Background: an optimization exercise with open tools, aiming at small area and a short achievable clock period. Do not read the settings as production practice.
Where RTL was checked, it was by simulation tests only, not by an equivalence proof against the original.
Power is estimated from default activity; no workload was simulated.

==> flow/design.v (excerpt) <==
module matrix_dot_4x4 (
    input clk,
    input reset,
    input [7:0] A_in_0, A_in_1, A_in_2, A_in_3,
    input [7:0] B_in_0, B_in_1, B_in_2, B_in_3,
    output [31:0] C_out_00, C_out_01, C_out_02, C_out_03,
    output [31:0] C_out_10, C_out_11, C_out_12, C_out_13,
    output [31:0] C_out_20, C_out_21, C_out_22, C_out_23,
    output [31:0] C_out_30, C_out_31, C_out_32, C_out_33
);
    reg [7:0] a0_0, a0_1, a0_2;
    reg [9:1] xa0_0, xa0_1, xa0_2;
    reg [7:0] a1_0, a1_1, a1_2;
    reg [9:1] xa1_0, xa1_1, xa1_2;
    reg [7:0] a2_0, a2_1, a2_2;
    reg [9:1] xa2_0, xa2_1, xa2_2;
    reg [7:0] a3_0, a3_1, a3_2;
    reg [9:1] xa3_0, xa3_1, xa3_2;
    reg [7:0] b0_0, b0_1, b0_2;
    reg [7:0] b1_0, b1_1, b1_2;
    reg [7:0] b2_0, b2_1, b2_2;
    reg [7:0] b3_0, b3_1, b3_2;
    reg [9:1] xb0_0, xb0_1, xb0_2;
    wire [9:1] a3n0;
    PE_x3 ua3n0 (.v(A_in_0), .y(a3n0));
    wire [9:1] a3n1;
    PE_x3 ua3n1 (.v(A_in_1), .y(a3n1));
    wire [9:1] a3n2;
    PE_x3 ua3n2 (.v(A_in_2), .y(a3n2));
    wire [9:1] a3n3;
    PE_x3 ua3n3 (.v(A_in_3), .y(a3n3));
    wire [9:1] b3n0;
  ...
Size: roughly 5,200 cells after synthesis, ~1,100 flip-flops, roughly 580 I/O pins.
make LEC_CHECK=0 CAP_MARGIN=20 CORE_MARGIN=2 CORE_UTILIZATION=40 CTS_CLUSTER_DIAMETER=120 CTS_CLUSTER_SIZE=24 SETUP_SLACK_MARGIN=2.6 SLEW_MARGIN=20 SYNTH_HIERARCHICAL=1 finish   # period 5.0 ns
run.sh (not shown) runs the stock make flow with config.mk's settings and CLKGATE_MAP_FILE= SYNTH_SCRIPT=/design/flow/synth_recipe.tcl, a recipe that flattens the netlist after the stock synthesis.
==> next run, changes <==
- CTS_BUF_LIST: not set -> sky130_fd_sc_hd__clkbuf_4 sky130_fd_sc_hd__clkbuf_8
- CTS_CLUSTER_DIAMETER: 120 -> not set
- CTS_CLUSTER_SIZE: 24 -> not set
Non-clock buffer count came out lower by 4.
Power came out higher by 12%.
Global-route usage came out higher by 0.46 points.
Critical path depth does not change.
Area after synthesis is unchanged.
Final cell count came out higher by about 4%.
==> next run, changes <==
==> flow/flow/run.sh (new file) <==
#!/bin/bash
# Layout flow: the standard layout (standard.sh), with the port buffers
# made of plain buffers instead of the delay-cell footprint buffer_ports picks
# by default. Every tool's output goes to standard.log in this folder.
set -euo pipefail
export BUFFER_PORTS_ARGS="-buffer_cell sky130_fd_sc_hd__buf_2"
bash standard.sh finish > standard.log 2>&1
==> flow/standard.sh (new file) <==
#!/bin/bash
# synth_recipe.tcl (not shown) runs the flow's synth.tcl, then flattens the netlist and writes it again
# the make line also repeats each setting of config.mk as NAME=value (left out here)
make -C /OpenROAD-flow-scripts/flow DESIGN_CONFIG=/design/flow/config.mk WORK_HOME=/design/flow/orfs CLKGATE_MAP_FILE= SYNTH_SCRIPT=/design/flow/synth_recipe.tcl "${@:-finish}"
removed: flow/run.sh
Result: Synthesized cell count is unchanged. Non-clock buffer count drops by 5. Power shrinks by 0.44%. Setup slack improves by 0.074 ns. Wire length barely changes. Sequential power hardly moves. Core utilization shrinks by 0.42 points. Via count decreases by 0.41%. Die area is unchanged. Clock power went down by 2.7%.
==> next run, changes <==
==> flow/run.sh (new file) <==
#!/bin/bash
# synth_recipe.tcl (not shown) runs the flow's synth.tcl, then flattens the netlist and writes it again
# the make line also repeats each setting of config.mk as NAME=value (left out here)
make -C /OpenROAD-flow-scripts/flow DESIGN_CONFIG=/design/flow/config.mk WORK_HOME=/design/flow/orfs CLKGATE_MAP_FILE= SYNTH_SCRIPT=/design/flow/synth_recipe.tcl finish
- CTS_BUF_LIST: sky130_fd_sc_hd__clkbuf_4 sky130_fd_sc_hd__clkbuf_8 -> not set
- CTS_CLUSTER_DIAMETER: not set -> 150
- CTS_CLUSTER_SIZE: not set -> 30
removed: flow/flow/run.sh
removed: flow/standard.sh
The changed run finished clean; power fell by roughly a tenth; area after synthesis is unchanged; worst setup slack got worse by 0.031 ns; via count drops by a few percent; cell area decreases by a few percent; sequential power shrinks by a few percent; maximum frequency shrinks slightly; first-iteration DRC count rose by a few percent; synthesized cell count does not change.
Function was not checked in any run of this note: the RTL went through the layout flow alone.

---

Setup of exp/onyx:
Another version of the RTL of matrix_dot_4x4 (not shown whole).
Size in the first run: about 5300 cells after synthesis, ~1100 flip-flops, ~580 I/O pins.
==> flow/config.mk <==
export PLATFORM = sky130hd
export DESIGN_NAME = matrix_dot_4x4
export DESIGN_NICKNAME = matrix_dot_4x4
export VERILOG_FILES = /design/flow/design.v
export SDC_FILE = /design/flow/constraint.sdc
export NUM_CORES = 4
export LEC_CHECK = 0
export CAP_MARGIN = 0
export CORE_MARGIN = 2
export CORE_UTILIZATION = 40
export CTS_CLUSTER_DIAMETER = 120
export CTS_CLUSTER_SIZE = 24
export SETUP_SLACK_MARGIN = 2.6
export SLEW_MARGIN = 0
export SYNTH_HIERARCHICAL = 1
export TNS_END_PERCENT = 5
==> flow/constraint.sdc <==
create_clock -name core_clock -period 5.0 [get_ports {clk}]
set_input_delay 1.0000 -clock core_clock [delete_from_list [all_inputs] [get_ports {clk}]]
set_output_delay 1.0000 -clock core_clock [all_outputs]
set_load 0.01 [all_outputs]
standard.sh (not shown) runs the stock make flow with config.mk's settings and CLKGATE_MAP_FILE= SYNTH_SCRIPT=/design/flow/synth_recipe.tcl, a recipe that flattens the netlist after the stock synthesis.
==> flow/flow/run.sh <==
#!/bin/bash
# Layout flow: the standard layout (standard.sh), with the port buffers
# made of plain buffers instead of the delay-cell footprint buffer_ports picks
# by default. Every tool's output goes to standard.log in this folder.
set -euo pipefail
export BUFFER_PORTS_ARGS="-buffer_cell sky130_fd_sc_hd__buf_1"
bash standard.sh finish > standard.log 2>&1
Having completed the whole flow, exp/onyx delivered a layout that passed the timing, DRC and antenna checks.
Inputs modified between exp/onyx and exp/umber:
Settings: putting ABC_AREA at 1 where nothing was set.
--- a/flow/flow/run.sh
+++ b/flow/flow/run.sh
@@ -6 +6 @@
-export BUFFER_PORTS_ARGS="-buffer_cell sky130_fd_sc_hd__buf_1"
+export BUFFER_PORTS_ARGS="-buffer_cell sky130_fd_sc_hd__buf_2"
==> comparison <==
exp/umber reports a higher design area than exp/onyx does.
Delta (exp/umber minus exp/onyx): data required time of the worst path dropped 1.58 ns, highest clock rate climbed about 6%, total net switching power climbed about 4.5%.
exp/umber ended up with flop to primary output as its class of the most critical setup path; exp/onyx ended up with primary input to flop.
A most common cell after layout, fill and taps aside of nand2_1 is what exp/umber shows, while dfxtp_1 belongs to exp/onyx.
Input-level comparison between exp/willow and exp/umber:
Settings: clearing ABC_AREA, which used to be 1; swapping 40 for 34 in CORE_UTILIZATION.
==> notes.md <==
The startpoint of the most critical setup path comes out q20[4] in one run and q11[0] in the other, namely in exp/umber and exp/willow respectively. The delay of the slowest cell on the worst path in exp/willow was lower than what exp/umber gave. In the metrics for exp/willow and exp/umber, the one carrying the higher maximum fanout count along the critical path is exp/willow. NOTE average detailed-routed wire length per instance exp/umber->exp/willow increased by more than a quarter. | combined area of all synthesized cells | higher: exp/umber |.
### exp/willow -> exp/nickel
Settings: a change of SLEW_MARGIN from 0 to 5; a change of CORE_UTILIZATION from 34 to 40; a change of CAP_MARGIN from 0 to 5; a change of TNS_END_PERCENT from 5 to 20.
==> flow/run.sh (new file) <==
#!/bin/bash
# synth_recipe.tcl (not shown) runs the flow's synth.tcl, then flattens the netlist and writes it again
# the make line also repeats each setting of config.mk as NAME=value (left out here)
make -C /OpenROAD-flow-scripts/flow DESIGN_CONFIG=/design/flow/config.mk WORK_HOME=/design/flow/orfs CLKGATE_MAP_FILE= SYNTH_SCRIPT=/design/flow/synth_recipe.tcl finish
removed: flow/flow/run.sh
removed: flow/standard.sh
Findings:
- exp/nickel vs. exp/willow: final worst-path setup slack fell by 0.084 ns; final area saw an increase; share of cell area taken by multi-input logic gates lower.
- Of the two values seen for critical path startpoint, q01[8] was produced by exp/nickel and q11[0] by exp/willow.
- C_out_01[8] as the endpoint of the worst setup timing path was reported by exp/nickel, and q12[9] by exp/willow.
- On exp/nickel: horizontal die dimension is 7.7% lower than what exp/willow gave.
- Diff exp/willow and exp/nickel: global routing usage on met1 lower in exp/willow
[inputs] exp/pepper vs exp/nickel
Settings: CORE_UTILIZATION changed from 40 to 46; SLEW_MARGIN changed from 5 to 0; TNS_END_PERCENT changed from 20 to 5; CAP_MARGIN changed from 5 to 0.
==> flow/flow/run.sh (new file) <==
#!/bin/bash
# Layout flow: the standard layout (standard.sh), with the port buffers
# made of plain buffers instead of the delay-cell footprint buffer_ports picks
# by default. Every tool's output goes to standard.log in this folder.
set -euo pipefail
export BUFFER_PORTS_ARGS="-buffer_cell sky130_fd_sc_hd__buf_2"
bash standard.sh finish > standard.log 2>&1
==> flow/standard.sh (new file) <==
#!/bin/bash
# synth_recipe.tcl (not shown) runs the flow's synth.tcl, then flattens the netlist and writes it again
# the make line also repeats each setting of config.mk as NAME=value (left out here)
make -C /OpenROAD-flow-scripts/flow DESIGN_CONFIG=/design/flow/config.mk WORK_HOME=/design/flow/orfs CLKGATE_MAP_FILE= SYNTH_SCRIPT=/design/flow/synth_recipe.tcl "${@:-finish}"
removed: flow/run.sh
Notes after the runs:
| part of the total power dissipated in the clock network | exp/nickel vs exp/pepper | ≈ equal |
Comparing exp/pepper and exp/nickel, the higher final design instance area without fill was measured on exp/nickel.
The total power of the final layout number comes out higher for exp/nickel vs exp/pepper.
Post-synthesis instance area: exp/nickel vs exp/pepper identical

---

Setup of build 42:
matrix_dot_4x4 again, from the RTL that the note above started with.
Settings: LEC_CHECK=0, CAP_MARGIN=5, CORE_MARGIN=2, CORE_UTILIZATION=40, CTS_CLUSTER_DIAMETER=120, CTS_CLUSTER_SIZE=24, SETUP_SLACK_MARGIN=2.6, SLEW_MARGIN=5, SYNTH_HIERARCHICAL=1, TNS_END_PERCENT=20; clock period 5.0 ns.
==> flow/flow/run.sh <==
#!/bin/bash
# Layout flow: the standard layout (standard.sh), with the port buffers
# made of plain buffers instead of the delay-cell footprint buffer_ports picks
# by default. Every tool's output goes to standard.log in this folder.
set -euo pipefail
export BUFFER_PORTS_ARGS="-buffer_cell sky130_fd_sc_hd__buf_2"
bash standard.sh finish > standard.log 2>&1
diff inputs: build 42 => build 73
- TNS_END_PERCENT removed (was 20)
- CAP_MARGIN changed from 5 to 20
- SLEW_MARGIN changed from 5 to 20
==> flow/run.sh (new file) <==
#!/bin/bash
# synth_recipe.tcl (not shown) runs the flow's synth.tcl, then flattens the netlist and writes it again
# the make line also repeats each setting of config.mk as NAME=value (left out here)
make -C /OpenROAD-flow-scripts/flow DESIGN_CONFIG=/design/flow/config.mk WORK_HOME=/design/flow/orfs CLKGATE_MAP_FILE= SYNTH_SCRIPT=/design/flow/synth_recipe.tcl finish
removed: flow/flow/run.sh
removed: flow/standard.sh
Results
Build 73 reached the end of the flow, and the finished layout is clean on the timing, DRC and antenna checks.
| overall die area | build 73 vs build 42 | ≈ equal |
Wire length on build 73 is up relative to build 42.
For sequential power, build 42 and build 73 come out practically identical.
Between build 42 and build 73, the number of iterations in the first detailed-routing pass is higher for build 73.
Build 73 ended up with a higher first-pass GRT wire length than build 42 did.
NOTE: post-layout total power in build 73 exceeds that of build 42
Comparing build 73 against build 42, there is no change at all in number of levels in the clock H-tree.
NOTE first-iteration DRC count build 42->build 73 decreased by more than 10%
Going from build 42 to build 73, the combinational power share was found to have gone up by 1.7 points.
The inputs of build 66 differ from those of build 73 as listed below.
- SLEW_MARGIN changed from 20 to 5
- TNS_END_PERCENT newly set to 20
- CAP_MARGIN changed from 20 to 5
- CORE_UTILIZATION changed from 40 to 46
==> flow/flow/run.sh (new file) <==
#!/bin/bash
# Layout flow: the standard layout (standard.sh), with the port buffers
# made of plain buffers instead of the delay-cell footprint buffer_ports picks
# by default. Every tool's output goes to standard.log in this folder.
set -euo pipefail
export BUFFER_PORTS_ARGS="-buffer_cell sky130_fd_sc_hd__buf_2"
bash standard.sh finish > standard.log 2>&1
==> flow/standard.sh (new file) <==
#!/bin/bash
# synth_recipe.tcl (not shown) runs the flow's synth.tcl, then flattens the netlist and writes it again
# the make line also repeats each setting of config.mk as NAME=value (left out here)
make -C /OpenROAD-flow-scripts/flow DESIGN_CONFIG=/design/flow/config.mk WORK_HOME=/design/flow/orfs CLKGATE_MAP_FILE= SYNTH_SCRIPT=/design/flow/synth_recipe.tcl "${@:-finish}"
removed: flow/run.sh
Relative to build 73, portion of the clock cycle consumed by the worst path in the final layout has decreased by 0.22 points in build 66. The higher met3 wire length of build 73 and build 66 is in build 73. Adder-cell area share of the yosys netlist came out exactly the same in build 73 and build 66. Build 66 vs build 73 — footprint of the flip-flops and latches dropped about 0.6%.
The inputs of build 33 differ from those of build 66 as listed below.
- swapping 20 for 5 in TNS_END_PERCENT
- swapping 5 for 0 in CAP_MARGIN
- swapping 5 for 0 in SLEW_MARGIN
- swapping 46 for 40 in CORE_UTILIZATION
- The flow did not stop early for build 66: all stages ran, and the layout cleared the timing, DRC and antenna checks.
- Build 33: no failed stages, no open violations at the end
- Build 33 ended up with a higher count of fill cells added during filler insertion than build 66 did.
- Highest clock frequency the design can meet delta (build 66 -> build 33): insignificant
- Relative area change from synthesis to final layout in build 33 is 0.72 points below build 66.
diff inputs: build 33 => build 12
- SETUP_SLACK_MARGIN changed from 2.6 to 2.8
For the setup slack, build 12 came in 0.0031 ns lower than build 33 did.
When build 12 is measured against build 33, its number of antenna violations at the first check in global routing turns out 3.6% higher.
NOTE leakage power summed over all cells build 33->build 12 increased slightly
Any difference in worst-case register-to-register setup slack between build 12 and build 33 is small enough to ignore.
Total power went up by a few percent going from build 33 to build 12.
Build 12 against build 33: design area shows an increase of 1200 um2, detailed-routing wirelength on met1 shows an increase of about 1.9%, core utilization shows an increase of 0.83 points.
Peak per-stage delay on the critical path: build 12 and build 33 compared, lower one is build 33

==> static timing again, ports no longer ideal <==
In the flow no input, the clock included, has a driving cell. The finished layouts below were timed again as built, in two steps.
Step 1 sets driving cells, clkbuf_16 on the clock port and buf_2 on the other inputs (assumed; they add their load-dependent delay and slew).
Step 2 times the ports against the registers' clock, not the clock port: input delays grow and output delays shrink by t, the midpoint of the rising clock arrivals with the driver on.
Three values: ideal, step 1, step 2; two values: the first two.
run | t, ns | setup WS [ns] | worst slew at a driven data input, ns | pins driven straight from the clock port
the first run of note 1 | 0.748 | 2.448 / 2.448 / 1.785 | 0.15 | 1
the second run of note 1 | 0.989 | 2.396 / 2.396 / 1.553 | 0.15 | 1
the third run of note 1 | 0.948 | 2.470 / 2.438 / 1.795 | 0.16 | 1
the fourth run of note 1 | 0.730 | 2.439 / 2.439 / 1.844 | 0.15 | 1
exp/onyx | 0.749 | 2.399 / 2.376 / 1.627 | 0.15 | 1
exp/umber | 0.759 | 2.547 / 2.463 / 1.776 | 0.17 | 1
exp/willow | 0.760 | 2.465 / 2.465 / 1.759 | 0.13 | 1
exp/nickel | 0.748 | 2.381 / 2.301 / 1.732 | 0.14 | 1
exp/pepper | 0.736 | 2.418 / 2.418 / 1.812 | 0.18 | 1
build 42 | 0.752 | 2.492 / 2.492 / 1.832 | 0.17 | 1
build 73 | 0.754 | 2.467 / 2.467 / 1.761 | 0.16 | 1
build 66 | 0.748 | 2.478 / 2.478 / 1.842 | 0.15 | 1
build 33 | 0.748 | 2.480 / 2.480 / 1.837 | 0.15 | 1
build 12 | 0.746 | 2.477 / 2.477 / 1.835 | 0.16 | 1
After both steps setup and hold are still met in every run listed. For the second run of note 1, which loses most, drivers alone change the setup slack by 0.000 ns; drivers and shift together by -0.843 ns.
